What follows belongs to an exercise in optimizing a design on an open flow for small area; a production flow would make more cautious choices.
The RTL was checked by simulation tests, not by an equivalence proof against the original design.
Power and IR drop assume default switching activity.

File: flow/config.mk
export PLATFORM = sky130hd
export DESIGN_NAME = master
export DESIGN_NICKNAME = master
export VERILOG_FILES = /design/flow/design.v
export SDC_FILE = /design/flow/constraint.sdc
export NUM_CORES = 4
export LEC_CHECK = 0
export ABC_AREA = 1
export CAP_MARGIN = 20
export CORE_MARGIN = 2
export CORE_UTILIZATION = 40
export SLEW_MARGIN = 20
export SYNTH_MEMORY_MAX_BITS = 16384
File: flow/constraint.sdc
create_clock -name core_clock -period 10.0 [get_ports {clk}]
set_input_delay 2.0000 -clock core_clock [delete_from_list [all_inputs] [get_ports {clk}]]
set_output_delay 2.0000 -clock core_clock [all_outputs]
set_load 0.01 [all_outputs]
File: flow/design.v
`timescale 1ns / 1ps
module pattern_rom(
    input  [7:0] addr,
    output [2:0] code
    );
    reg [27:0] mem [0:255];
    initial $readmemh("pattern.hex", mem);
    wire [27:0] w = mem[addr];
    assign code = {w[7], w[3], w[0]};
endmodule
`timescale 1ns / 1ps
module masterCLK(
    input clk,
    input rst,
    output reg clock0, output reg clock1, output reg clock2, output reg clock3,
    output reg clock4, output reg clock5, output reg clock6,
    output scrollRise
    );
    reg clockScroll;
    reg [1:0] c3, c9;
    wire c3last = c3[1];
    wire c9last = c9[1];
    always @ (posedge clk)
        if (rst) begin
            c3 <= 2'b00;
            c9 <= 2'b00;
        end else begin
            c3 <= {c3[0], ~(c3[1] | c3[0])};
            if (c3last)
                c9 <= {c9[0], ~(c9[1] | c9[0])};
        end
    reg [10:0] c1409;
    wire c1409last = c1409[0] & ~c1409[1] & ~c1409[4] & c1409[5] & c1409[7] & ~c1409[8] & ~c1409[9] & c1409[10];
    always @ (posedge clk)
        if (rst || c1409last)
            c1409 <= 11'h18;
        else
            c1409 <= {c1409[9:0], ~(c1409[10] ^ c1409[8])};
    reg [10:0] c1201;
    wire c1201last = ~c1201[0] & c1201[1] & c1201[3] & c1201[4] & ~c1201[5] & ~c1201[6] & ~c1201[8] & ~c1201[10];
    always @ (posedge clk)
        if (rst || c1201last)
            c1201 <= 11'h0;
        else
            c1201 <= {c1201[9:0], ~(c1201[10] ^ c1201[8])};
    reg [9:0] c1001;
    wire c1001last = c1001[0] & c1001[1] & c1001[2] & c1001[4] & c1001[5] & ~c1001[6] & c1001[7] & c1001[8];
    always @ (posedge clk)
        if (rst || c1001last)
            c1001 <= 10'h1bb;
        else
            c1001 <= {c1001[8:0], ~(c1001[9] ^ c1001[6])};
    reg [8:0] c401;
    wire c401last = c401[0] & c401[1] & c401[2] & c401[4] & c401[5] & c401[6] & c401[8];
    always @ (posedge clk)
        if (rst || c401last)
            c401 <= 9'h6;
        else
            c401 <= {c401[7:0], ~(c401[8] ^ c401[4])};
    reg [6:0] c67;
    wire c67last = ~c67[1] & c67[2] & ~c67[4] & c67[5];
    always @ (posedge clk)
        if (rst || c67last)
            c67 <= 7'hc;
        else
            c67 <= {c67[5:0], ~(c67[6] ^ c67[5])};
    reg [6:0] c89;
    wire c89last = ~c89[2] & ~c89[3] & ~c89[4] & c89[5] & ~c89[6];
    always @ (posedge clk)
        if (rst || c89last)
            c89 <= 7'h0;
        else
            c89 <= {c89[5:0], ~(c89[6] ^ c89[5])};
    reg [7:0] c167;
    wire c167last = c167[2] & c167[4] & c167[5] & c167[6] & c167[7];
    always @ (posedge clk)
        if (rst || c167last)
            c167 <= 8'h49;
        else
            c167 <= {c167[6:0], ~(c167[7] ^ c167[5] ^ c167[4] ^ c167[3])};
    wire w0 = c1409last;
    wire w1 = c1201last;
    wire w2 = c1001last;
    wire w3 = c9last & c3last & c89last;
    wire w4 = c9last & c3last & c67last;
    wire w5 = c401last;
    wire w6 = c3last & c67last;
    wire ws = c3last & c167last;
    always @ (posedge clk)
        if (rst) begin
            clock0 <= 1'b0; clock1 <= 1'b0; clock2 <= 1'b0; clock3 <= 1'b0;
            clock4 <= 1'b0; clock5 <= 1'b0; clock6 <= 1'b0; clockScroll <= 1'b0;
        end else begin
            clock0 <= clock0 ^ w0;
            clock1 <= clock1 ^ w1;
            clock2 <= clock2 ^ w2;
            clock3 <= clock3 ^ w3;
            clock4 <= clock4 ^ w4;
            clock5 <= clock5 ^ w5;
            clock6 <= clock6 ^ w6;
            clockScroll <= clockScroll ^ ws;
        end
    assign scrollRise = ws & ~clockScroll;
endmodule
`timescale 1ns / 1ps
module levels(
    input clk,
    input [7:0] sw,
    input clock0, input clock1, input clock2, input clock3,
    input clock4, input clock5, input clock6,
    output reg validStart,
    output lvlRise           
    );
    reg clkOut;
    reg clkNext;
    reg valid;
    always @ (*)
        case (sw)
            8'b00000001: begin clkNext = clock0; valid = 1'b1; end
            8'b00000011: begin clkNext = clock1; valid = 1'b1; end
            8'b00000111: begin clkNext = clock2; valid = 1'b1; end
            8'b00001111: begin clkNext = clock3; valid = 1'b1; end
            8'b00011111: begin clkNext = clock4; valid = 1'b1; end
            8'b00111111: begin clkNext = clock5; valid = 1'b1; end
            8'b01111111: begin clkNext = clock6; valid = 1'b1; end
            default:     begin clkNext = clock0; valid = 1'b0; end
        endcase
    assign lvlRise = clkNext & ~clkOut;
    always @ (posedge clk) begin
        clkOut <= clkNext;
        validStart <= valid;
    end
endmodule
`timescale 1ns / 1ps
module mainMenu(
    input clk,
    input rst,
    input btnM,
    input btnR,
    input btnL,
    input validStart,
    input newGameFlag,
    input gameOver,
    output reg [1:0] state
    );
    always @ (posedge clk)
        if (rst || newGameFlag)
            state <= 2'b00;
        else
            case (state)
                2'b00: if (btnM && validStart && !gameOver) state <= 2'b01;
                       else if (btnR) state <= 2'b10;
                2'b01: ;
                2'b10: if (btnL) state <= 2'b00;
                default: state <= 2'b00;
            endcase
endmodule
`timescale 1ns / 1ps
module gameplay(
    input clk,
    input rst,
    input lvlEn,
    input fastEn,         
    input scrollEn,
    input [1:0] state,
    input [1:0] random,
    input btnR,
    input btnM,
    input btnL,
    input btnU,
    input btnD,
    input hint,
    output [3:0] an,
    output reg [6:0] out,   
    output reg newGameFlag,
    output reg gameOverOut
    );
    localparam [2:0] C_UP = 3'b111, C_DOWN = 3'b110, C_LEFT = 3'b001,
                     C_RITE = 3'b100, C_MID = 3'b011, C_ZERO = 3'b000;
    localparam [2:0] M_BLANK = 3'b000, M_LOSE = 3'b010, M_GOOD = 3'b101;
    reg [2:0] assigne [0:49];
    reg [5:0] index;
    reg [7:0] sel;
    reg [7:0] snap;
    reg       snapV;
    reg gameOver;
    reg display, on, newRd, timeUp, prevHint, scoreSet, allCorrect;
    reg [5:0] loop, max, score, oldhs;
    reg [8:0] timer;
    reg [2:0] quickPause;
    reg [2:0] newhsTextSel;
    always @ (posedge clk)
        if (rst)
            snapV <= 1'b0;
        else if (lvlEn) begin
            snapV <= 1'b1;
            snap <= sel;
        end
    reg [7:0] offs;
    always @ (*)
        case (random)
            2'b00: offs = 8'd0;
            2'b01: offs = 8'd50;
            2'b10: offs = 8'd100;
            2'b11: offs = 8'd150;
        endcase
    wire [2:0] romCode;
    pattern_rom rom (.addr(snap + offs), .code(romCode));
    wire [2:0] newCode = snapV ? romCode : C_ZERO;
    always @ (posedge clk)
        if (rst) begin
            index <= 6'd0;
            sel <= 8'd0;
        end else if (fastEn) begin
            if (gameOver)
                index <= 6'd0;
            else if (state == 2'b01 && index < 6'd50) begin
                sel <= sel + 8'd1;
                index <= index + 6'd1;
                assigne[index] <= newCode;
            end
        end
    reg [5:0] numRight;
    wire [2:0] rd = assigne[on ? loop : numRight];
    always @ (posedge clk)
        if (rst) begin
            scoreSet <= 1'b0; gameOver <= 1'b0; max <= 6'd9; score <= 6'd0;
            timer <= 9'd3; quickPause <= 3'b111; newRd <= 1'b0; display <= 1'b1;
            on <= 1'b0; loop <= 6'd0; prevHint <= 1'b0; timeUp <= 1'b0;
        end else if (lvlEn) begin
            if (gameOver && score > 0 && !scoreSet)
                scoreSet <= 1'b1;
            else if ((gameOver && score < oldhs && newhsTextSel >= 3'b011) ||
                     (gameOver && score >= oldhs && newGameFlag)) begin
                gameOver <= 1'b0;
                max <= 6'd1;
                score <= 6'd0;
                scoreSet <= 1'b0;
            end
            if (state == 2'b01 && index >= 6'd50 && !gameOver) begin
                if (newRd) begin
                    timer <= 9'd3;
                    quickPause <= 3'b111;
                    newRd <= 1'b0;
                end else if (display) begin
                    if (!on)
                        on <= 1'b1;
                    else begin
                        if (loop < max - 1)
                            loop <= loop + 6'd1;
                        else begin
                            loop <= 6'd0;
                            max <= max + 6'd1;
                            display <= 1'b0;
                        end
                        on <= 1'b0;
                    end
                    timer <= timer + 9'd3;
                end else begin
                    if (hint && !prevHint) begin
                        newRd <= 1'b1;
                        display <= 1'b1;
                        max <= max - 6'd1;
                        prevHint <= 1'b1;
                    end
                    if (allCorrect) begin
                        quickPause <= quickPause - 3'd1;
                        if (quickPause == 3'd0) begin
                            newRd <= 1'b1;
                            display <= 1'b1;
                        end
                    end else if (timer != 9'd0)
                        timer <= timer - 9'd1;
                    else begin
                        timeUp <= 1'b1;
                        quickPause <= quickPause - 3'd1;
                        if (quickPause == 3'd0) begin
                            newRd <= 1'b1;
                            prevHint <= 1'b0;
                            display <= 1'b1;
                            gameOver <= 1'b1;
                            score <= max - 6'd2;
                        end
                    end
                end
            end
        end
    reg press, correct;
    reg [2:0] msg;
    wire oneBtn = ({btnR, btnM, btnL, btnU, btnD} == 5'b10000) ||
                  ({btnR, btnM, btnL, btnU, btnD} == 5'b01000) ||
                  ({btnR, btnM, btnL, btnU, btnD} == 5'b00100) ||
                  ({btnR, btnM, btnL, btnU, btnD} == 5'b00010) ||
                  ({btnR, btnM, btnL, btnU, btnD} == 5'b00001);
    wire [2:0] btnCode = btnR ? C_RITE : btnM ? C_MID : btnL ? C_LEFT :
                         btnU ? C_UP : C_DOWN;
    wire noBtn = ~(btnR | btnM | btnL | btnU | btnD);
    always @ (posedge clk)
        if (rst) begin
            numRight <= 6'd0; press <= 1'b0; correct <= 1'b0;
            allCorrect <= 1'b0; msg <= M_BLANK;
        end else if (fastEn) begin
            if (newRd || gameOver) begin
                numRight <= 6'd0; press <= 1'b0; correct <= 1'b0;
                allCorrect <= 1'b0; msg <= M_BLANK;
            end else if (state == 2'b01 && !display) begin
                if (timeUp)
                    msg <= M_LOSE;
                else if (numRight == max - 1) begin
                    msg <= M_GOOD;
                    allCorrect <= 1'b1;
                end else if (oneBtn && rd == btnCode) begin
                    press <= 1'b1;
                    correct <= 1'b1;
                    msg <= btnCode;
                end else if (noBtn) begin
                    press <= 1'b0;
                    msg <= M_BLANK;
                end else begin
                    press <= 1'b1;
                    msg <= M_LOSE;
                end
                if (!press && correct) begin
                    numRight <= numRight + 6'd1;
                    correct <= 1'b0;
                end
            end
        end
    reg [4:0] inner;
    always @ (posedge clk)
        if (rst)
            inner <= 5'd0;
        else if (scrollEn && state == 2'b00)
            inner <= inner + 5'd1;
    reg btnDPrev, btnUPrev, btnRPrev, btnMPrev, btnLPrev;
    reg [4:0] letterSel;
    reg [1:0] trackInitial;
    reg [4:0] name0, name1, name2;    
    wire nameEdit = gameOver && score >= oldhs && newhsTextSel >= 3'b101;
    wire dEv = btnD && !btnDPrev && letterSel != 5'd25;
    wire uEv = btnU && !btnUPrev && letterSel != 5'd0;
    wire mEv = btnM && !btnMPrev;
    wire rEv = btnR && !btnRPrev && trackInitial != 2'd2;
    wire lEv = btnL && !btnLPrev && trackInitial != 2'd0;
    wire ls0 = letterSel == 5'd0;
    reg [4:0] newLetter;
    always @ (*)
        newLetter = dEv ? letterSel + 5'd1 : letterSel - 5'd1;
    always @ (posedge clk)
        if (rst) begin
            newGameFlag <= 1'b0;
            btnDPrev <= 1'b0; btnUPrev <= 1'b0; btnRPrev <= 1'b0;
            btnMPrev <= 1'b0; btnLPrev <= 1'b0;
            letterSel <= 5'd0; trackInitial <= 2'd0;
            name0 <= 5'd0; name1 <= 5'd0; name2 <= 5'd0;
        end else if (fastEn) begin
            if (nameEdit) begin
                if (trackInitial != 2'd3 && letterSel <= 5'd25) begin
                    if (dEv || uEv) begin
                        letterSel <= newLetter;
                        case (trackInitial)
                            2'd0: name0 <= newLetter;
                            2'd1: name1 <= newLetter;
                            default: name2 <= newLetter;
                        endcase
                        if (dEv) btnDPrev <= 1'b1;
                        else btnUPrev <= 1'b1;
                    end else if (ls0 && rEv) begin
                        trackInitial <= trackInitial + 2'd1;
                        letterSel <= 5'd0;
                        btnRPrev <= 1'b1;
                    end else if (ls0 && trackInitial == 2'd2 && lEv) begin
                        trackInitial <= trackInitial - 2'd1;
                        letterSel <= 5'd0;
                        btnLPrev <= 1'b1;
                    end else if (mEv) begin
                        btnMPrev <= 1'b1;
                        newGameFlag <= 1'b1;
                    end else if (lEv) begin
                        trackInitial <= trackInitial - 2'd1;
                        letterSel <= 5'd0;
                        btnLPrev <= 1'b1;
                    end else if (!ls0 && rEv) begin
                        trackInitial <= trackInitial + 2'd1;
                        letterSel <= 5'd0;
                        btnRPrev <= 1'b1;
                    end
                    if (!btnR) btnRPrev <= 1'b0;
                    if (!btnM) begin newGameFlag <= 1'b0; btnMPrev <= 1'b0; end
                    if (!btnD) btnDPrev <= 1'b0;
                    if (!btnU) btnUPrev <= 1'b0;
                    if (!btnL) btnLPrev <= 1'b0;
                end
            end else if (gameOver && score < oldhs) begin
                if (newhsTextSel == 3'b011)
                    newGameFlag <= 1'b1;
            end else if (!gameOver && !btnM) begin
                newGameFlag <= 1'b0;
                btnMPrev <= 1'b0;
                letterSel <= 5'd0;
                trackInitial <= 2'd0;
                name0 <= 5'd0; name1 <= 5'd0; name2 <= 5'd0;
            end
        end
    localparam [5:0] kA = 6'd0, kC = 6'd2, kD = 6'd3, kE = 6'd4, kF = 6'd5,
        kG = 6'd6, kH = 6'd7, kI = 6'd8, kL = 6'd11, kM = 6'd12, kN = 6'd13,
        kO = 6'd14, kP = 6'd15, kR = 6'd17, kS = 6'd18, kT = 6'd19, kU = 6'd20,
        kW = 6'd22, kY = 6'd24,
        kSP = 6'd32, k1 = 6'd33, k2 = 6'd34, k3 = 6'd35, k4 = 6'd36,
        k6 = 6'd38, k7 = 6'd39, k8 = 6'd40, k9 = 6'd41;
    function [6:0] glyph;
        input [5:0] k;
        case (k)
            6'd0:  glyph = 7'b0100000;
            6'd1:  glyph = 7'b0000011;
            6'd2:  glyph = 7'b1000110;
            6'd3:  glyph = 7'b0100001;
            6'd4:  glyph = 7'b0000110;
            6'd5:  glyph = 7'b0001110;
            6'd6:  glyph = 7'b1000010;
            6'd7:  glyph = 7'b0001001;
            6'd8:  glyph = 7'b1001111;
            6'd9:  glyph = 7'b1100001;
            6'd10: glyph = 7'b0001010;
            6'd11: glyph = 7'b1000111;
            6'd12: glyph = 7'b1101010;
            6'd13: glyph = 7'b1001000;
            6'd14: glyph = 7'b1000000;
            6'd15: glyph = 7'b0001100;
            6'd16: glyph = 7'b0011000;
            6'd17: glyph = 7'b1001100;
            6'd18: glyph = 7'b0010010;
            6'd19: glyph = 7'b0000111;
            6'd20: glyph = 7'b1000001;
            6'd21: glyph = 7'b1010001;
            6'd22: glyph = 7'b1010101;
            6'd23: glyph = 7'b0001001;
            6'd24: glyph = 7'b0010001;
            6'd25: glyph = 7'b0110100;
            6'd32: glyph = 7'b1111111;
            6'd33: glyph = 7'b1111001;
            6'd34: glyph = 7'b0100100;
            6'd35: glyph = 7'b0110000;
            6'd36: glyph = 7'b0011001;
            6'd38: glyph = 7'b0000010;
            6'd39: glyph = 7'b1111000;
            6'd40: glyph = 7'b0000000;
            6'd41: glyph = 7'b0011000;
            default: glyph = 7'bxxxxxxx;
        endcase
    endfunction
    function [5:0] welcome;
        input [4:0] i;
        case (i)
            5'd0:  welcome = kW;
            5'd1:  welcome = kE;
            5'd2:  welcome = kL;
            5'd3:  welcome = kC;
            5'd4:  welcome = kO;
            5'd5:  welcome = kM;
            5'd6:  welcome = kE;
            5'd8:  welcome = kT;
            5'd9:  welcome = kO;
            5'd11: welcome = kS;
            5'd12: welcome = kI;
            5'd13: welcome = kM;
            5'd14: welcome = kO;
            5'd15: welcome = kN;
            5'd17: welcome = kS;
            5'd18: welcome = kA;
            5'd19: welcome = kY;
            5'd20: welcome = kS;
            default: welcome = kSP;
        endcase
    endfunction
    function [5:0] digit;
        input [3:0] d;
        case (d)
            4'd0: digit = kO;
            4'd1: digit = k1;
            4'd2: digit = k2;
            4'd3: digit = k3;
            4'd4: digit = k4;
            4'd5: digit = kS;
            4'd6: digit = k6;
            4'd7: digit = k7;
            4'd8: digit = k8;
            4'd9: digit = k9;
            default: digit = 6'bxxxxxx;
        endcase
    endfunction
    function [5:0] wordChar;
        input isMsg;
        input [2:0] c;
        input [1:0] p;
        case ({isMsg, c})
            {1'b0, C_UP}, {1'b1, C_UP}:     wordChar = p == 2'd3 ? kU : p == 2'd2 ? kP : kSP;
            {1'b0, C_DOWN}, {1'b1, C_DOWN}: wordChar = p == 2'd3 ? kO : p == 2'd2 ? kO : p == 2'd1 ? kW : kN;
            {1'b0, C_LEFT}, {1'b1, C_LEFT}: wordChar = p == 2'd3 ? kL : p == 2'd2 ? kE : p == 2'd1 ? kF : kT;
            {1'b0, C_RITE}, {1'b1, C_RITE}: wordChar = p == 2'd3 ? kR : p == 2'd2 ? k1 : p == 2'd1 ? kT : kE;
            {1'b0, C_MID}, {1'b1, C_MID}:   wordChar = p == 2'd3 ? kM : p == 2'd2 ? k1 : p == 2'd1 ? kO : kSP;
            {1'b0, C_ZERO}:                 wordChar = k8;
            {1'b1, M_BLANK}:                wordChar = kSP;
            {1'b1, M_LOSE}:                 wordChar = p == 2'd3 ? kL : p == 2'd2 ? kO : p == 2'd1 ? kS : kE;
            {1'b1, M_GOOD}:                 wordChar = p == 2'd3 ? kG : p == 2'd2 ? kO : p == 2'd1 ? kO : kD;
            default:                        wordChar = 6'bxxxxxx;
        endcase
    endfunction
    reg [1:0] cnt;
    reg blank;                     
    reg [5:0] outChar;
    reg [6:0] hsCount;             
    reg [4:0] newhsCount;
    reg hsSet;                     
    assign an = blank ? 4'b1111 : ~(4'b0001 << (cnt - 2'd1));
    always @ (*) out = glyph(outChar);
    wire [5:0] num = (state == 2'b10) ? (hsSet ? oldhs : 6'd0)
                                      : (scoreSet ? score : 6'd0);
    reg [1:0] tensVal;
    reg [3:0] onesVal;
    always @ (*) begin
        if (num >= 6'd30) begin tensVal = 2'd2; onesVal = 4'd0; end
        else if (num >= 6'd20) begin tensVal = 2'd2; onesVal = num - 6'd20; end
        else if (num >= 6'd10) begin tensVal = 2'd1; onesVal = num - 6'd10; end
        else begin tensVal = 2'd0; onesVal = num[3:0]; end
    end
    function [5:0] fixedChar;
        input [2:0] s;
        input [1:0] c;
        case ({s, c})
            {3'd0, 2'd0}: fixedChar = kH; {3'd0, 2'd1}: fixedChar = kG;
            {3'd0, 2'd2}: fixedChar = kI; {3'd0, 2'd3}: fixedChar = kH;
            {3'd1, 2'd0}: fixedChar = kR; {3'd1, 2'd1}: fixedChar = kO;
            {3'd1, 2'd2}: fixedChar = kC; {3'd1, 2'd3}: fixedChar = kS;
            {3'd2, 2'd0}: fixedChar = kSP;
            {3'd4, 2'd0}: fixedChar = kSP; {3'd4, 2'd1}: fixedChar = kW;
            {3'd4, 2'd2}: fixedChar = kE; {3'd4, 2'd3}: fixedChar = kN;
            {3'd5, 2'd0}: fixedChar = kR; {3'd5, 2'd1}: fixedChar = kT;
            {3'd5, 2'd2}: fixedChar = kN; {3'd5, 2'd3}: fixedChar = kE;
            {3'd6, 2'd0}: fixedChar = kE; {3'd6, 2'd1}: fixedChar = kM;
            {3'd6, 2'd2}: fixedChar = kA; {3'd6, 2'd3}: fixedChar = kN;
            {3'd7, 2'd0}: fixedChar = kR; {3'd7, 2'd1}: fixedChar = kU;
            {3'd7, 2'd2}: fixedChar = kO; {3'd7, 2'd3}: fixedChar = kY;
            default: fixedChar = 6'bxxxxxx;
        endcase
    endfunction
    reg [2:0] scr;
    reg useScr, upd;
    reg [5:0] val;
    wire highScore = score >= oldhs;
    wire [4:0] nameSel = cnt == 2'd1 ? name2 : cnt == 2'd2 ? name1 : name0;
    wire [3:0] digSel = cnt == 2'd0 ? onesVal : cnt == 2'd1 ? {2'd0, tensVal} : 4'd0;
    always @ (*) begin
        scr = 3'd0; useScr = 1'b0; upd = 1'b0;
        val = kSP;
        if (state == 2'b00) begin
            upd = 1'b1;
            val = welcome(inner - 5'd1 - {3'd0, cnt});
        end else if (state == 2'b10) begin
            upd = 1'b1; useScr = 1'b1;
            scr = {1'b0, hsCount[6:5]};
        end else if (gameOver) begin
            useScr = 1'b1;
            if (highScore) begin
                upd = newhsTextSel != 3'd7;
                case (newhsTextSel)
                    3'd0: scr = 3'd4;
                    3'd1: scr = 3'd0;
                    3'd2: scr = 3'd1;
                    3'd3: scr = 3'd3;
                    3'd4: scr = 3'd5;
                    3'd5: scr = 3'd6;
                    default: scr = 3'd2;
                endcase
            end else begin
                upd = newhsTextSel < 3'd3;
                case (newhsTextSel)
                    3'd0: scr = 3'd7;
                    3'd1: scr = 3'd1;
                    default: scr = 3'd3;
                endcase
            end
        end else if (!on && display) begin
            upd = 1'b0;
        end else begin
            upd = 1'b1;
            val = wordChar(!on, on ? rd : msg, cnt);
        end
        if (useScr)
            val = (scr == 3'd2 && cnt != 2'd0) ? {1'b0, nameSel} :
                  (scr == 3'd3) ? digit(digSel) : fixedChar(scr, cnt);
    end
    always @ (posedge clk)
        if (rst) begin
            gameOverOut <= 1'b0; outChar <= kSP; blank <= 1'b1; cnt <= 2'd0;
            newhsTextSel <= 3'd0; newhsCount <= 5'd0; hsCount <= 7'd0;
            oldhs <= 6'd0; hsSet <= 1'b0;
        end else if (fastEn) begin
            gameOverOut <= gameOver;
            if (state == 2'b00) begin
                newhsTextSel <= 3'd0;
                newhsCount <= 5'd0;
                hsCount <= 7'd0;
            end else if (state == 2'b10)
                hsCount <= hsCount + 7'd1;
            else if (gameOver) begin
                if (highScore) begin
                    oldhs <= score;
                    hsSet <= scoreSet;
                end
                if (newhsCount != 5'b11111)
                    newhsCount <= newhsCount + 5'd1;
                else if (newhsTextSel < 3'b110) begin
                    newhsCount <= 5'd0;
                    newhsTextSel <= newhsTextSel + 3'd1;
                end
            end else if (!on && display) begin
                outChar <= kSP;
                blank <= 1'b1;
            end
            if (upd) begin
                outChar <= val;
                blank <= 1'b0;
                cnt <= cnt + 2'd1;
            end
        end
endmodule
`timescale 1ns / 1ps
module master(
    input clk,
    input rst,
    input btnM, input btnL, input btnR, input btnU, input btnD,
    input [7:0] sw,
    output [7:0] led,
    output [6:0] out,
    output [3:0] an
    );
    reg [2:0] clk_dv;
    reg       clk_en;
    reg [2:0] step_dR, step_dM, step_dL, step_dU, step_dD;
    reg [1:0] random;
    always @ (posedge clk)
        if (rst) begin
            clk_dv <= 3'd0;
            clk_en <= 1'b0;
        end else begin
            clk_dv <= clk_dv + 3'd1;
            clk_en <= (clk_dv == 3'd7);
        end
    always @ (posedge clk)
        if (rst) begin
            step_dR <= 0; step_dM <= 0; step_dL <= 0; step_dU <= 0; step_dD <= 0;
        end else if (clk_en) begin
            step_dR <= {btnR, step_dR[2:1]};
            step_dM <= {btnM, step_dM[2:1]};
            step_dL <= {btnL, step_dL[2:1]};
            step_dU <= {btnU, step_dU[2:1]};
            step_dD <= {btnD, step_dD[2:1]};
        end
    wire fastEn = (clk_dv == 3'd3);
    wire rOut = fastEn & ~step_dR[0] & step_dR[1];
    wire mOut = fastEn & ~step_dM[0] & step_dM[1];
    wire lOut = fastEn & ~step_dL[0] & step_dL[1];
    wire uOut = fastEn & ~step_dU[0] & step_dU[1];
    wire dOut = fastEn & ~step_dD[0] & step_dD[1];
    always @ (posedge clk)
        if (rst)
            random <= 2'b00;
        else if (btnR || btnL || btnM || btnU || btnD)
            random <= random + 2'd1;
    assign led = sw;
    wire clock0, clock1, clock2, clock3, clock4, clock5, clock6;
    wire scrollRise, lvlRise, validStart;
    wire [1:0] state;
    wire gameOver, newGameFlag;
    masterCLK myCLK (
        .clk(clk), .rst(rst),
        .clock0(clock0), .clock1(clock1), .clock2(clock2), .clock3(clock3),
        .clock4(clock4), .clock5(clock5), .clock6(clock6),
        .scrollRise(scrollRise)
    );
    levels theLevels (
        .clk(clk), .sw(sw),
        .clock0(clock0), .clock1(clock1), .clock2(clock2), .clock3(clock3),
        .clock4(clock4), .clock5(clock5), .clock6(clock6),
        .validStart(validStart), .lvlRise(lvlRise)
    );
    mainMenu mm (
        .clk(clk), .rst(rst),
        .btnM(mOut), .btnR(rOut), .btnL(lOut),
        .validStart(validStart),
        .newGameFlag(newGameFlag), .gameOver(gameOver),
        .state(state)
    );
    gameplay gp (
        .clk(clk), .rst(rst),
        .lvlEn(lvlRise), .fastEn(fastEn), .scrollEn(scrollRise),
        .state(state), .random(random),
        .btnR(rOut), .btnM(mOut), .btnL(lOut), .btnU(uOut), .btnD(dOut),
        .hint(sw[7]),
        .an(an), .out(out),
        .newGameFlag(newGameFlag), .gameOverOut(gameOver)
    );
endmodule
File: flow/pattern.hex
8e18707
8233fff
8102ac8
8102ac8
d5e607f
8e18707
8233fff
8102ac8
8102ac8
8233fff
d5e607f
d5e607f
8e18707
8e18707
8e18707
8102ac8
8e18707
8233fff
d5e607f
8e18707
8102ac8
8233fff
8233fff
8e18707
d5e607f
8102ac8
8233fff
8102ac8
99e4386
d5e607f
8e18707
99e4386
8e18707
8e18707
d5e607f
8102ac8
8233fff
8233fff
8233fff
99e4386
8e18707
8e18707
8102ac8
99e4386
d5e607f
d5e607f
8102ac8
99e4386
8233fff
8e18707
99e4386
8102ac8
8102ac8
8233fff
8102ac8
d5e607f
8233fff
99e4386
d5e607f
8102ac8
8e18707
99e4386
8233fff
8233fff
99e4386
8102ac8
8e18707
8102ac8
8102ac8
8102ac8
8102ac8
99e4386
d5e607f
8102ac8
d5e607f
8233fff
8102ac8
99e4386
d5e607f
8233fff
d5e607f
8233fff
8233fff
99e4386
8e18707
d5e607f
d5e607f
8233fff
99e4386
8102ac8
8102ac8
8102ac8
d5e607f
8e18707
8e18707
99e4386
99e4386
8e18707
8102ac8
8233fff
99e4386
8e18707
99e4386
8102ac8
8e18707
8102ac8
8e18707
8e18707
8233fff
8233fff
8233fff
99e4386
d5e607f
d5e607f
d5e607f
8102ac8
8e18707
8233fff
8102ac8
8e18707
d5e607f
8e18707
8233fff
8102ac8
d5e607f
8102ac8
8102ac8
d5e607f
99e4386
8e18707
8e18707
d5e607f
8e18707
8e18707
8e18707
99e4386
d5e607f
8e18707
99e4386
99e4386
d5e607f
99e4386
8102ac8
8e18707
99e4386
d5e607f
d5e607f
8233fff
d5e607f
99e4386
8e18707
8102ac8
d5e607f
8233fff
8233fff
8102ac8
8233fff
d5e607f
d5e607f
99e4386
8102ac8
99e4386
8102ac8
d5e607f
8102ac8
8233fff
d5e607f
8233fff
99e4386
8233fff
99e4386
8233fff
8102ac8
8102ac8
8233fff
d5e607f
d5e607f
8233fff
8102ac8
8e18707
d5e607f
8e18707
8e18707
8233fff
8e18707
d5e607f
99e4386
d5e607f
8102ac8
d5e607f
8233fff
8102ac8
d5e607f
d5e607f
d5e607f
8233fff
8e18707
99e4386
8233fff
8e18707
0000000
0000000
0000000
0000000
0000000
0000000
0000000
0000000
0000000
0000000
0000000
0000000
0000000
0000000
0000000
0000000
0000000
0000000
0000000
0000000
0000000
0000000
0000000
0000000
0000000
0000000
0000000
0000000
0000000
0000000
0000000
0000000
0000000
0000000
0000000
0000000
0000000
0000000
0000000
0000000
0000000
0000000
0000000
0000000
0000000
0000000
0000000
0000000
0000000
0000000
0000000
0000000
0000000
0000000
0000000
0000000
File: flow/run.sh
#!/bin/bash
# synth_recipe.tcl (not shown) runs the flow's synth.tcl, then flattens the netlist and writes it again
# the make line also repeats each setting of config.mk as NAME=value (left out here)
make -C /OpenROAD-flow-scripts/flow DESIGN_CONFIG=/design/flow/config.mk WORK_HOME=/design/flow/orfs CLKGATE_MAP_FILE= SYNTH_SCRIPT=/design/flow/synth_recipe.tcl finish
==> impl_metrics.py, run 1 <==
metrics = {
    "floorplanning": {
        "ios": 34,
        "rows": 84,
        "core_area_um2": 52800,
        "die_w_um": 235,
        "die_h_um": 235,
        "start_util": 0.406,
        "die-area_um2": 55400,
    },
    "synthesis": {
        "synth_area_per_cell_um2": 7.67,
        "ys_ff_latch": 394,
        "synthDistinctLibCells": 63,
        "synth_edf_count": 158,
        "synth_area_um2": 21400,
        "synth_cells": 2788,
        "yosysWarnings": 6,
        "synth_nets": 2901,
        "synth_top_flop_cell": "dfxtp_1",
        "ys_seq_area_frac": 0.443,
        "async_flop_share": 0,
    },
    "clock_network": {
        "clkTransAtPathRegs_ps": 60,
        "cts_setup_buffers": 0,
        "clkSinkCount": 394,
        "hold_buffers": 0,
        "root_buffer": "clkbuf_16",
        "clock_latency_ps": 590,
        "cts_tree": "built",
        "cts_resized": 0,
        "htree_levels": 2,
        "clockBufferDepth": 3,
        "cts_made_buffers": 45,
    },
    "route": {
        "route.detailed.drc": 0,
        "wirelength_mm": 54.4,
        "first_pass_iters": 6,
        "antenna_left": 0,
        "wire_per_inst_um": 15.5,
        "vias": 18500,
        "vias_per_cell": 5.27,
        "detail_route.iter0.violations": 1354,
    },
    "cells_and_area": {
        "fin_nets": 2904,
        "finalInstanceArea_um2": 23700,
        "drive_gt1_frac": 0.0563,
        "area_delta_synth_final_pct": 10.9,
        "fill_cells": 5327,
        "n_antenna_cell": 0,
        "multi_input_area_um2": 9990,
        "seqCellArea_um2": 9470,
    },
    "timing": {
        "setup_ws_ps": 4820,
        "maxSlewViolCount": 0,
        "maxSlewHeadroom": 0.343,
        "rsz0062_at_grt": "false",
        "min_period_over_period": 0.518,
        "fin_crit_ps": 5180,
        "worst_slew_pin_slew_ps": 983,
        "setup_viol": 0,
        "fin_skew_ps": 28.0,
        "tns_ps": 0,
        "max_freq_mhz": 193,
        "hold_violations": 0,
    },
    "pwr": {
        "p_per_area_nw_per_um2": 151,
        "power.internal_mw": 2.73,
        "p_comb_frac": 0.067,
        "power.switching_mw": 0.853,
        "p_sw_frac": 0.238,
        "peakVddDrop_uv": 123,
        "power_leakage_nw": 10.0,
        "power_frac_seq": 0.474,
        "power_frac_clock": 0.459,
    },
    "setup_path": {
        "rrSetupSlack_ps": 4930,
        "reg2regPathDepth": 32,
        "critPathArrivalTime_ps": 3180,
        "endpoint_kind": "primary output",
        "crit_path_top_delay_cell": "clkdlybuf4s50_1",
        "cp_num_buf_inv": 2,
        "critical_path.top_delay_family": "buffers and inverters",
        "slowest_delay_ps": 590,
        "critPathKind": "input port to primary output",
        "timing.critical_path.from_type": "input port",
        "cpMostUsedCell": "clkdlybuf4s50_1",
        "regToRegEndpoint": "out[1]$_DFF_P_",
        "critPathRequiredTime_ps": 8000,
        "cp_cell_sequence": "clkdlybuf4s50_1 > clkdlybuf4s50_1",
        "worstPathMaxFanout": 6,
        "timing.rr.start": "gp.on$_SDFFE_PP0P_",
    },
    "global_route": {
        "grtUsageTotal": 0.195,
        "grt_pass1_vias": 17800,
        "grt_max_degree": 81,
        "grt_overflow_total": 0,
        "grt_pass1_wl_mm": 89.6,
        "antenna_found_initial": 0,
    },
    "place": {
        "globalplace.congestion": 0.888,
        "dp_hpwl_mm": 37.2,
        "post-place-ws_ps": 4470,
        "port-buffer-count": 33,
        "place_area_um2": 22200,
    },
    "worst_hold_path": {
        "min_from": "myCLK.c1201[2]$_SDFF_PP0_",
        "hp-class": "flop to flop",
        "hold_depth": 2,
        "hold_path_end": "myCLK.c1201[3]$_SDFF_PP0_",
    },
    "status": {
        "outcome": "complete, no violations",
    },
    "flow_run": {
        "drv_cap": 0,
    },
}
cells in the mapped netlist (9+ instances only):
library cell  number  area share
nand4_1           31      0.0091
nor3_1            49       0.011
nand2_1          541       0.095
buf_2             21      0.0049
nand2_2           15      0.0044
a31oi_1           16      0.0047
nor3b_1           10      0.0035
nand3_1          274       0.064
a211oi_1          12      0.0042
ha_1              95       0.056
o211ai_1          20      0.0070
o21ai_0          193       0.045
inv_2             11      0.0019
nor4_1            13      0.0038
or2_2             16      0.0047
nor2_1           312       0.055
inv_1            386       0.068
xor2_1            28       0.011
xnor2_1            9      0.0037
o22ai_1           15      0.0044
dfxtp_1          236        0.22
edfxtp_1         158        0.22
a21oi_1          157       0.037
buf_4             13      0.0046
clkbuf_1          45      0.0079
layer usage:
metal  GRT usage  part of all wire  vias up
met5           0                 0        -
met4      0.0598             0.024        0
met3      0.0281             0.058       98
met2       0.330              0.46      520
met1       0.257              0.45     8645
li1            -                 -     9265
cell type report:
class                      instances  share of cell area
clock buffer                      59              0.0513
timing repair buffer              46              0.0187
inverter                         401              0.0636
multi-input combinational       1903               0.421
sequential                       394               0.399
tap                              688              0.0363
clock inverter                    22              0.0103
cells by family (layout without fill, tap and decap cells):
family,Yosys count,count (layout),synth area share
AND/OR/NAND/NOR,1296,1296,0.266
buffers and inverters,491,528,0.0927
AO/OA/AOI/OAI,472,472,0.125
flip-flops,394,394,0.443
adder cells (fa/ha/maj),98,98,0.0584
XOR/XNOR,37,37,0.0151
flip-flops by register name, indices dropped and copies added, names as in the netlist, 6 cells and up:
name,flops
gp.assigne,150
myCLK.c1201,11
myCLK.c1409,11
myCLK.c1001,10
gp.timer,9
myCLK.c401,9
gp.sel,8
gp.snap,8
myCLK.c167,8
gp.hsCount,7
myCLK.c67,7
myCLK.c89,7
out,7
gp.index,6
gp.loop,6
gp.max,6
gp.numRight,6
gp.oldhs,6
gp.outChar,6
gp.score,6
cells in the final DEF (no fill, tap or decap), drive strengths merged, types with 15 or more instances in the layout:
cell           synthesis  final
nor2                 322    322
inv                  399    404
clkbuf                45     59
a21oi                158    158
nor3                  50     50
a31oi                 16     16
edfxtp               158    158
xor2                  28     28
nand3                282    282
o22ai                 15     15
clkdlybuf4s50          0     32
o21ai                205    205
dfxtp                236    236
nand4                 31     31
ha                    95     95
nand2                562    562
or2                   16     16
o211ai                20     20
power groups by stage:
stage	combinational (mW)	sequential, mW	clock [mW]
after floorplan	0.168	1.73	0
after global routing	0.270	1.70	1.75
after global placement	0.238	1.73	0
final	0.241	1.70	1.65
after detailed placement	0.238	1.73	0
after CTS	0.239	1.70	1.69
per-stage QoR:
stage	util	std cells	power [mW]	hold slack, ps
floorplan	-	2788	1.90	390
global placement	0.422	3431	1.97	396
detailed placement	0.422	3431	1.97	401
CTS	0.449	3512	3.62	410
global route	0.450	3513	3.72	419
finish	0.450	3513	3.58	405
worst max path at each step:
stage                      startpoint                          to  slack, ps  cells past startpoint
2_1_floorplan  random[0]$_SDFFE_PP0P_  gp.assigne[0][2]$_DFFE_PP_       4480                     16
3_3_place_gp                    sw[7]     gp.loop[4]$_SDFFE_PP0P_       4640                     16
3_5_place_dp                    sw[7]     gp.loop[4]$_SDFFE_PP0P_       4470                     16
4_1_cts                         sw[7]                      led[7]       4810                      2
5_1_grt            gp.on$_SDFFE_PP0P_              out[1]$_DFF_P_       4310                     32
6_report                        sw[7]                      led[7]       4820                      2
==> run 2, diff against run 1 <==
--- a/flow/config.mk
+++ b/flow/config.mk
@@ -10,3 +10,3 @@
 export CORE_MARGIN = 2
-export CORE_UTILIZATION = 40
+export CORE_UTILIZATION = 70
 export SLEW_MARGIN = 20
==> impl_metrics.py, run 2 <==
metrics = {
    "timing": {
        "maxSlewHeadroom": 0.272,
        "fin_crit_ps": 5650,
        "min_period_over_period": 0.565,
        "fin_skew_ps": 22.9,
        "rsz0062_at_grt": "false",
        "maxSlewViolCount": 0,
        "max_freq_mhz": 177,
        "tns_ps": 0,
        "setup_viol": 0,
        "hold_violations": 0,
        "worst_slew_pin_slew_ps": 1090,
    },
    "floorplanning": {
        "rows": 64,
        "die_w_um": 179,
        "core_area_um2": 30300,
        "ios": 34,
        "start_util": 0.705,
        "die-area_um2": 32000,
        "die_h_um": 179,
    },
    "route": {
        "wire_per_inst_um": 17.2,
        "detail_route.iter0.violations": 1861,
        "vias_per_cell": 6.00,
        "route.detailed.drc": 0,
        "first_pass_iters": 8,
        "vias": 19200,
        "antenna_left": 0,
        "wirelength_mm": 55.1,
    },
    "synthesis": {
        "synth_top_flop_cell": "dfxtp_1",
        "yosysWarnings": 6,
        "synth_edf_count": 158,
        "synth_area_per_cell_um2": 7.67,
        "synth_nets": 2901,
        "synth_most_common_cell": "nand2_1",
        "synth_area_leaders": "edfxtp_1 (22%), dfxtp_1 (22%), nand2_1 (9.5%)",
        "ys_seq_area_frac": 0.443,
        "async_flop_share": 0,
        "yosys.area.top_type_share": 0.222,
        "synth_area_um2": 21400,
        "ys_ff_latch": 394,
        "synth_cells": 2788,
        "synth_top_cell_by_area": "edfxtp_1",
        "synth_common_cells": "nand2_1 (541), inv_1 (386), nor2_1 (312), nand3_1 (274), dfxtp_1 (236)",
        "synthDistinctLibCells": 63,
    },
    "clock_network": {
        "cts_tree": "built",
        "clockBufferDepth": 3,
        "cts_made_buffers": 40,
        "root_buffer": "clkbuf_16",
        "clock_latency_ps": 550,
        "htree_levels": 2,
        "hold_buffers": 0,
        "clkTransAtPathRegs_ps": 70,
        "cts_setup_buffers": 0,
        "cts_resized": 0,
        "clkSinkCount": 394,
    },
    "setup_path": {
        "critPathRequiredTime_ps": 10450,
        "worstPathMaxFanout": 72,
        "critPathKind": "flop to flop",
        "cpMostUsedCell": "nand2_1",
        "slowest_delay_ps": 1040,
        "crit_path_top_delay_cell": "dfxtp_1",
        "timing.critical_path.from_type": "flop",
        "endpoint_kind": "flop",
        "critPathArrivalTime_ps": 6100,
    },
    "cells_and_area": {
        "finalInstanceArea_um2": 23200,
        "n_antenna_cell": 0,
        "drive_gt1_frac": 0.0522,
        "final_common_cell": "nand2_1",
        "largest_reg_flops": 150,
        "area_delta_synth_final_pct": 8.26,
        "stdcell_count": 3210,
        "reg.largest.list": "gp.assigne: 150 flops, myCLK.c1201: 11 flops, myCLK.c1409: 11 flops",
        "layout_common_cells": "nand2_1 (541), inv_1 (386), nor2_1 (312), nand3_1 (274), dfxtp_1 (236)",
        "top_register": "gp.assigne",
        "fin_nets": 2896,
        "fill_cells": 2209,
    },
    "worst_hold_path": {
        "hp-class": "flop to flop",
    },
    "place": {
        "dp.cells": 3137,
        "dp_hpwl_mm": 37.6,
        "globalplace.congestion": 0.948,
        "place_area_um2": 21900,
        "port-buffer-count": 33,
    },
    "global_route": {
        "antenna_found_initial": 0,
        "grtUsageTotal": 0.344,
        "grt_overflow_total": 0,
        "grt_max_degree": 80,
        "grt_pass1_vias": 18500,
        "grt_pass1_wl_mm": 89.1,
    },
    "pwr": {
        "power_leakage_nw": 9.93,
        "peakVddDrop_uv": 138,
        "p_per_area_nw_per_um2": 148,
    },
    "flow_run": {
        "drv_cap": 0,
    },
    "status": {
        "outcome": "complete, no violations",
    },
}
## run 2: cell counts after synthesis
No cell type changed its count.
## run 2: final timing paths
kind | start | cells past startpoint | slack, ps | end
min | myCLK.c401[3]$_SDFF_PP0_ | 2 | 410 | myCLK.c401[4]$_SDFF_PP0_
max | gp.on$_SDFFE_PP0P_ | 31 | 4350 | out[1]$_DFF_P_
max reg2reg | gp.on$_SDFFE_PP0P_ | 31 | 4350 | out[1]$_DFF_P_
min reg2reg | myCLK.c401[3]$_SDFF_PP0_ | 2 | 410 | myCLK.c401[4]$_SDFF_PP0_
## run 2: cell families after synthesis
logic type	share of synthesized area
DFF	0.443
adders and majority gates	0.0584
xor gates and xnor gates	0.0151
and+or+nand+nor	0.266
buffers and inverters	0.0927
AOI/OAI and AO/OA	0.125
## run 2: final cells by class
class,instances,area (um2),share of cell area
Sequential cell,394,9470,0.409
Inverter,401,1510,0.0652
Timing Repair Buffer,43,400,0.0173
Multi-Input combinational cell,1903,9980,0.431
Clock inverter,17,193,0.00832
Tap cell,396,495,0.0214
Clock buffer,56,1110,0.0480
## run 2: report_power, final
group          switching, mW  internal (mW)  total [mW]
clock network          0.634          0.862        1.50
logic                  0.164         0.0798       0.244
registers             0.0145           1.68        1.70
## run 2: routing by layer
metal  global-route usage  wire length (um)  part of all wire
met1                0.435             22000              0.40
met2                0.586             26300              0.48
met3               0.0507              4520             0.082
met4                0.155              2200             0.040
met5                    0                 0                 0
## run 2: critical path: cells and delay by family, from the launching register on
| kind | cells | cell delay (ps) |
|---|---|---|
| and+or+nand+nor | 27 | 3880 |
| adders and majority gates | 1 | 350 |
| buffers and inverters | 3 | 230 |
| DFF | 1 | 1040 |
## run 2: stage by stage
step	util	power (mW)	setup WS [ps]	hold WS [ps]
2_1_floorplan	-	1.90	4480	390
3_5_place_dp	0.720	1.97	4500	405
4_1_cts	0.763	3.44	4520	410
5_1_grt	0.763	3.54	3820	431
3_3_place_gp	0.720	1.96	4540	394
6_report	0.763	3.44	4350	409
==> run 3, diff against run 2 <==
==> flow/flow/run.sh (new file) <==
#!/bin/bash
# Own layout flow: the standard synthesis, then the combinational logic
# of its netlist is mapped again by ABC for area (flip-flops, their names and
# cell types are kept as the standard synthesis made them), then the standard flow's
# standard layout from floorplan to finish on that netlist.
set -euo pipefail
W=$PWD
R=$W/orfs/results/${FLOW_PLATFORM:-sky130hd}/master/base
L=$W/orfs/logs/${FLOW_PLATFORM:-sky130hd}/master/base
YOSYS=$(command -v yosys || echo /OpenROAD-flow-scripts/tools/install/yosys/bin/yosys)

bash standard.sh synth > $W/standard_synth.log 2>&1

# the don't-use cells that ORFS gave ABC
grep -o -- '-dont_use [A-Za-z0-9_]*' $L/1_2_yosys.log | sort -u | tr '\n' ' ' > $W/dont_use.txt || true

cp $R/1_2_yosys.v $W/1_2_yosys_standard.v
REABC_IN=$W/1_2_yosys_standard.v REABC_OUT=$R/1_2_yosys.v \
REABC_LIB=$FLOW_HOME/platforms/sky130hd/lib/sky130_fd_sc_hd__tt_025C_1v80.lib \
REABC_DONTUSE=$W/dont_use.txt REABC_SCRIPT=$W/flow/area.abc \
  $YOSYS -c $W/flow/reabc.tcl > $W/reabc.log 2>&1

# lay out the new netlist
rm -f $R/1_synth.odb $R/1_synth.sdc
touch $R/1_2_yosys.v
bash standard.sh finish > $W/standard_finish.log 2>&1
==> flow/flow/area.abc (new file) <==
strash
&get -n
&dch -f
&nf -R 1000
&put
==> flow/flow/reabc.tcl (new file) <==
# Map the combinational logic of the standard synthesis netlist again with
# ABC, for area. Flip-flop cells are black boxes here, so they keep their
# instance names and cell types; nothing merges or removes them.
set lib $::env(REABC_LIB)
yosys read_liberty -ignore_miss_func $lib
yosys setattr -mod -set blackbox 1 sky130_fd_sc_hd__df* sky130_fd_sc_hd__edf* sky130_fd_sc_hd__sdf* sky130_fd_sc_hd__sedf* sky130_fd_sc_hd__dl*
yosys read_verilog $::env(REABC_IN)
yosys hierarchy -top master
yosys tee -o $::env(REABC_OUT).before.stat stat -liberty $lib
yosys flatten
yosys hierarchy -top master
yosys opt_clean -purge
yosys abc -script $::env(REABC_SCRIPT) -liberty $lib {*}[exec cat $::env(REABC_DONTUSE)]
yosys opt_clean -purge
# cell definitions again (black boxes), for the tie cells, buffers and check
yosys read_liberty -lib -overwrite $lib
yosys hilomap -singleton -hicell sky130_fd_sc_hd__conb_1 HI -locell sky130_fd_sc_hd__conb_1 LO
yosys insbuf -buf sky130_fd_sc_hd__buf_4 A X
yosys splitnets
yosys opt_clean -purge
yosys tee -o $::env(REABC_OUT).after.stat stat -liberty $lib
yosys check -assert
yosys write_verilog -noattr -nohex -nodec $::env(REABC_OUT)
==> flow/standard.sh (new file) <==
#!/bin/bash
# synth_recipe.tcl (not shown) runs the flow's synth.tcl, then flattens the netlist and writes it again
# the make line also repeats each setting of config.mk as NAME=value (left out here)
make -C /OpenROAD-flow-scripts/flow DESIGN_CONFIG=/design/flow/config.mk WORK_HOME=/design/flow/orfs CLKGATE_MAP_FILE= SYNTH_SCRIPT=/design/flow/synth_recipe.tcl "${@:-finish}"
--- a/flow/config.mk
+++ b/flow/config.mk
@@ -10,3 +10,3 @@
 export CORE_MARGIN = 2
-export CORE_UTILIZATION = 70
+export CORE_UTILIZATION = 40
 export SLEW_MARGIN = 20
removed: flow/run.sh
==> impl_metrics.py, run 3 <==
metrics = {
    "route": {
        "wire_per_inst_um": 17.9,
        "vias_per_cell": 5.76,
        "vias": 15400,
        "antenna_left": 0,
        "wirelength_mm": 48.1,
        "detail_route.iter0.violations": 1487,
        "first_pass_iters": 6,
        "route.detailed.drc": 0,
    },
    "synthesis": {
        "yosysWarnings": 6,
        "synth_area_per_cell_um2": 9.33,
        "synth_nets": 1972,
        "synth_cells": 1957,
        "synth_area_um2": 18300,
    },
    "clock_network": {
        "cts_resized": 0,
        "clockBufferDepth": 3,
        "root_buffer": "clkbuf_16",
        "clkSinkCount": 394,
        "clock_latency_ps": 580,
        "hold_buffers": 0,
        "cts_made_buffers": 44,
        "clkTransAtPathRegs_ps": 60,
        "htree_levels": 2,
        "cts_setup_buffers": 0,
        "cts_tree": "built",
    },
    "setup_path": {
        "endpoint_kind": "flop",
        "reg2regPathDepth": 20,
        "worstPathMaxFanout": 44,
        "critPathKind": "flop to flop",
        "crit_path_top_delay_cell": "dfxtp_1",
        "cp_cell_sequence": "mux2_2 > buf_4 > a21oi_1 > a221oi_1 > a21oi_1 > a221oi_1 > a21oi_1 > a21oi_1 > mux2i_1 > and3_1 > or2_0 > or4_1 > o21a_1 > a221oi_1 > o31ai_1 > and2_0 > nor3_1 > o21ai_0 > a221oi_1 > o22ai_1",
        "timing.rr.start": "gp.on$_SDFFE_PP0P_",
        "rrSetupSlack_ps": 2390,
        "critPathArrivalTime_ps": 8060,
        "cp_num_buf_inv": 1,
        "timing.critical_path.from_type": "flop",
        "regToRegEndpoint": "out[3]$_DFF_P_",
        "cp.depth": 20,
        "slowest_delay_ps": 1000,
        "critical_path.top_delay_family": "compound AO/OA/AOI/OAI gates",
        "critPathRequiredTime_ps": 10450,
    },
    "timing": {
        "setup_viol": 0,
        "hold_violations": 0,
        "min_period_over_period": 0.761,
        "rsz0062_at_grt": "false",
        "fin_skew_ps": 17.7,
        "fin_crit_ps": 7610,
        "maxSlewHeadroom": 0.262,
        "max_freq_mhz": 131,
        "tns_ps": 0,
        "hold_slack_ps": 410,
        "maxSlewViolCount": 0,
        "worst_slew_pin_slew_ps": 1100,
    },
    "worst_hold_path": {
        "hold_path_end": "myCLK.c3[0]$_SDFF_PP0_",
        "hold_depth": 1,
        "min_from": "myCLK.c3[0]$_SDFF_PP0_",
        "hp-class": "flop to flop",
    },
    "cells_and_area": {
        "reg.largest.list": "gp.assigne: 150 flops, myCLK.c1201: 11 flops, myCLK.c1409: 11 flops",
        "area_delta_synth_final_pct": 14.5,
        "n_antenna_cell": 0,
        "final_util": 0.462,
        "finalInstanceArea_um2": 20900,
        "final_common_cell": "nor2_1",
        "top_register": "gp.assigne",
        "multi_input_area_um2": 8670,
        "fill_cells": 4275,
        "largest_reg_flops": 150,
        "seqCellArea_um2": 9470,
        "layout_common_cells": "nor2_1 (280), dfxtp_1 (236), nand2_1 (200), a21oi_1 (184), edfxtp_1 (158)",
        "fin_nets": 2066,
        "drive_gt1_frac": 0.0452,
    },
    "floorplanning": {
        "die-area_um2": 47300,
        "start_util": 0.404,
        "die_w_um": 218,
        "core_area_um2": 45200,
        "rows": 78,
        "die_h_um": 218,
        "ios": 34,
    },
    "place": {
        "place_area_um2": 19500,
        "dp_hpwl_mm": 31.7,
        "globalplace.congestion": 0.901,
        "port-buffer-count": 33,
    },
    "global_route": {
        "grt_overflow_total": 0,
        "grtUsageTotal": 0.204,
        "grt_pass1_wl_mm": 78.7,
        "antenna_found_initial": 0,
        "grt_pass1_vias": 15000,
        "grt_max_degree": 75,
    },
    "pwr": {
        "power_leakage_nw": 7.28,
        "power_frac_clock": 0.454,
        "power.switching_mw": 0.821,
        "power.internal_mw": 2.71,
        "p_total_mw": 3.53,
        "peakVddDrop_uv": 140,
        "p_sw_frac": 0.232,
        "p_comb_frac": 0.063,
        "p_per_area_nw_per_um2": 169,
        "power_frac_seq": 0.483,
    },
    "status": {
        "outcome": "complete, no violations",
    },
    "flow_run": {
        "drv_cap": 0,
    },
}
## run 3: cell count changes in the layout (fill, tap and decap cells not counted), sizes merged, moves of 27 or more
cell    change
and3       +31
and2       +43
ha         -95
nor2b      +34
nand2     -362
xnor2      +32
nor2       -42
mux2i      +38
inv       -401
clkinv     +27
nand3     -231
o21ai      -68
## run 3: final cells by class
| type | instances | share of cell area |
|---|---|---|
| clock buffers | 56 | 0.0573 |
| inverters | 26 | 0.00467 |
| multi-input cells | 1529 | 0.415 |
| flip-flops and latches | 394 | 0.453 |
| clock inverters | 20 | 0.0101 |
| repair buffers | 56 | 0.0240 |
| well taps | 600 | 0.0359 |
## run 3: how the worst max path moves through the flow
stage / end / slack (ps) / startpoint
detailed placement: out[3]$_DFF_P_ / 2530 / gp.on$_SDFFE_PP0P_
finish: out[3]$_DFF_P_ / 2390 / gp.on$_SDFFE_PP0P_
global route: out[3]$_DFF_P_ / 1780 / gp.on$_SDFFE_PP0P_
floorplan: out[1]$_DFF_P_ / 1810 / gp.on$_SDFFE_PP0P_
CTS: out[3]$_DFF_P_ / 2490 / gp.on$_SDFFE_PP0P_
global placement: out[1]$_DFF_P_ / 2740 / gp.on$_SDFFE_PP0P_
## run 3: stage by stage
step / cells / setup WS [ps]
floorplan: 1957 / 1810
global placement: 2605 / 2740
detailed placement: 2605 / 2530
CTS: 2681 / 2490
global route: 2681 / 1780
finish: 2681 / 2390
## run 3: layer usage
metal,vias to the layer above,wire [um],track usage
li1,7487,-,-
met1,7406,22100,0.276
met2,465,22200,0.333
met3,90,2430,0.0245
met4,0,1330,0.0776
met5,-,0,0
## run 3: power groups by stage
stage                     clock [mW]  sequential, mW  combinational (mW)
after floorplan                    0            1.73               0.145
after global placement             0            1.74               0.222
after detailed placement           0            1.74               0.219
after CTS                       1.64            1.71               0.220
after global routing            1.70            1.71               0.248
final                           1.60            1.71               0.224
==> run 4, diff against run 3 <==
--- a/flow/config.mk
+++ b/flow/config.mk
@@ -10,3 +10,3 @@
 export CORE_MARGIN = 2
-export CORE_UTILIZATION = 40
+export CORE_UTILIZATION = 70
 export SLEW_MARGIN = 20
==> impl_metrics.py, run 4 <==
metrics = {
    "cells_and_area": {
        "n_antenna_cell": 0,
        "fin_nets": 2061,
        "layout_common_cells": "nor2_1 (280), dfxtp_1 (236), nand2_1 (200), a21oi_1 (184), edfxtp_1 (158)",
        "finalInstanceArea_um2": 20500,
        "seqCellArea_um2": 9470,
        "final_util": 0.792,
        "reg.largest.list": "gp.assigne: 150 flops, myCLK.c1201: 11 flops, myCLK.c1409: 11 flops",
        "fill_cells": 1667,
        "area_delta_synth_final_pct": 12.1,
        "top_register": "gp.assigne",
        "stdcell_count": 2410,
        "largest_reg_flops": 150,
        "final_common_cell": "nor2_1",
        "drive_gt1_frac": 0.0405,
        "multi_input_area_um2": 8680,
    },
    "clock_network": {
        "cts_tree": "built",
        "cts_setup_buffers": 0,
        "htree_levels": 2,
        "hold_buffers": 0,
        "cts_made_buffers": 40,
        "root_buffer": "clkbuf_16",
        "clkTransAtPathRegs_ps": 60,
        "clock_latency_ps": 540,
        "cts_resized": 0,
        "clockBufferDepth": 3,
        "clkSinkCount": 394,
    },
    "timing": {
        "fin_skew_ps": 26.7,
        "fin_crit_ps": 7640,
        "min_period_over_period": 0.764,
        "worst_slew_pin_slew_ps": 1000,
        "hold_violations": 0,
        "hold_slack_ps": 412,
        "rsz0062_at_grt": "false",
        "setup_viol": 0,
        "maxSlewHeadroom": 0.330,
        "max_freq_mhz": 131,
        "maxSlewViolCount": 0,
        "setup_ws_ps": 2360,
        "tns_ps": 0,
    },
    "status": {
        "outcome": "complete, no violations",
    },
    "global_route": {
        "grt_pass1_vias": 14900,
        "grt_pass1_wl_mm": 75.8,
        "grt_overflow_total": 0,
        "antenna_found_initial": 0,
        "grtUsageTotal": 0.348,
        "grt_max_degree": 72,
    },
    "setup_path": {
        "cp_cell_sequence": "mux2i_4 > buf_4 > o21ai_0 > o22ai_1 > a21oi_1 > a221oi_1 > a21oi_1 > a21oi_1 > mux2i_1 > and3_1 > or2_0 > or4_1 > o21a_1 > a221oi_1 > o31ai_1 > and2_0 > nor2b_1 > or3_1 > and2_0 > o31ai_1 > a21oi_1 > o32ai_1",
        "cp_num_buf_inv": 1,
        "crit_path_top_delay_cell": "dfxtp_1",
        "regToRegEndpoint": "out[1]$_DFF_P_",
        "timing.critical_path.from_type": "flop",
        "critPathRequiredTime_ps": 10440,
        "timing.rr.start": "gp.on$_SDFFE_PP0P_",
        "critPathArrivalTime_ps": 8080,
        "endpoint_kind": "flop",
        "rrSetupSlack_ps": 2360,
        "critPathKind": "flop to flop",
        "slowest_delay_ps": 980,
        "critical_path.top_delay_family": "compound AO/OA/AOI/OAI gates",
        "cpMostUsedCell": "a21oi_1",
        "worstPathMaxFanout": 50,
        "reg2regPathDepth": 22,
    },
    "pwr": {
        "power_leakage_nw": 7.21,
        "peakVddDrop_uv": 165,
        "power_frac_seq": 0.498,
        "p_per_area_nw_per_um2": 167,
        "power.internal_mw": 2.65,
        "p_comb_frac": 0.066,
        "power.switching_mw": 0.771,
        "p_sw_frac": 0.225,
        "power_frac_clock": 0.436,
        "p_total_mw": 3.42,
    },
    "synthesis": {
        "synth_area_um2": 18300,
        "yosysWarnings": 6,
        "synth_area_per_cell_um2": 9.33,
        "synth_nets": 1972,
        "synth_cells": 1957,
    },
    "route": {
        "vias": 16200,
        "first_pass_iters": 6,
        "route.detailed.drc": 0,
        "vias_per_cell": 6.70,
        "detail_route.iter0.violations": 2230,
        "wire_per_inst_um": 20.0,
        "wirelength_mm": 48.3,
        "antenna_left": 0,
    },
    "place": {
        "globalplace.congestion": 1.01,
        "dp.cells": 2339,
        "dp_hpwl_mm": 31.6,
        "place_area_um2": 19100,
        "post-place-ws_ps": 2610,
        "port-buffer-count": 33,
    },
    "floorplanning": {
        "rows": 59,
        "die_h_um": 165,
        "die-area_um2": 27400,
        "die_w_um": 165,
        "ios": 34,
        "core_area_um2": 25800,
        "start_util": 0.706,
    },
    "worst_hold_path": {
        "min_from": "myCLK.c3[0]$_SDFF_PP0_",
        "hp-class": "flop to flop",
        "hold_depth": 1,
        "hold_path_end": "myCLK.c3[0]$_SDFF_PP0_",
    },
    "flow_run": {
        "drv_cap": 0,
    },
}
[run 4: how the worst max path moves through the flow]
| stage | startpoint | endpoint | slack (ps) | depth (start not counted) |
|---|---|---|---|---|
| finish | gp.on$_SDFFE_PP0P_ | out[1]$_DFF_P_ | 2360 | 22 |
| CTS | gp.on$_SDFFE_PP0P_ | out[1]$_DFF_P_ | 2590 | 22 |
| global route | gp.on$_SDFFE_PP0P_ | out[3]$_DFF_P_ | 1970 | 20 |
| global placement | gp.on$_SDFFE_PP0P_ | out[1]$_DFF_P_ | 2900 | 22 |
| floorplan | gp.on$_SDFFE_PP0P_ | out[1]$_DFF_P_ | 1810 | 22 |
| detailed placement | gp.on$_SDFFE_PP0P_ | out[1]$_DFF_P_ | 2610 | 22 |
[run 4: routing by layer]
metal,vias to the layer above,wire length (um),GRT usage
li1,7484,-,-
met1,7547,19200,0.471
met2,984,22200,0.558
met3,143,5280,0.0704
met4,0,1640,0.130
met5,-,0,0
[run 4: final cells by class]
type | instances | area share
multi-input cells | 1529 | 0.424
well taps | 335 | 0.0205
clock buffers | 64 | 0.0578
flip-flops and latches | 394 | 0.463
repair buffers | 55 | 0.0241
inverters | 26 | 0.00477
clock inverters | 7 | 0.00611
[run 4: power by group through the flow]
stage	sequential (mW)	combinational [mW]	clock (mW)
6_report	1.71	0.225	1.49
5_1_grt	1.71	0.245	1.55
4_1_cts	1.71	0.218	1.50
3_5_place_dp	1.74	0.216	0
3_3_place_gp	1.74	0.216	0
2_1_floorplan	1.73	0.145	0

==> static timing again, ports no longer ideal <==
The flow's constraints put no driver on any port. The routed layouts listed below were extracted and timed again, unchanged, in two steps.
Step 1, drivers: a clkbuf_16 drives clk and a buf_2 each remaining input, both assumed.
Step 2 adds t to the input delays and takes it off the output delays; t is the mean of the earliest and latest rising clock arrival at the registers after step 1. Input paths then give back, and output paths get back, about the clock's delay inside the block.
Slacks: ideal / step 1 / step 2; pairs: ideal / step 1.
| run | t, ns | setup slack, ns | slew at the worst register clock pin (ns) |
|---|---|---|---|
| run 1 | 0.632 | 4.817 / 4.793 / 4.426 | 0.06 / 0.06 |
| run 2 | 0.595 | 4.352 / 4.352 / 4.258 | 0.07 / 0.07 |
| run 3 | 0.628 | 2.390 / 2.390 / 2.390 | 0.06 / 0.06 |
| run 4 | 0.581 | 2.363 / 2.363 / 2.363 | 0.07 / 0.07 |
After both steps every run listed still meets setup and hold. The setup slack of run 1, which loses most, moves by -0.024 ns with the drivers and by -0.391 ns with both steps.
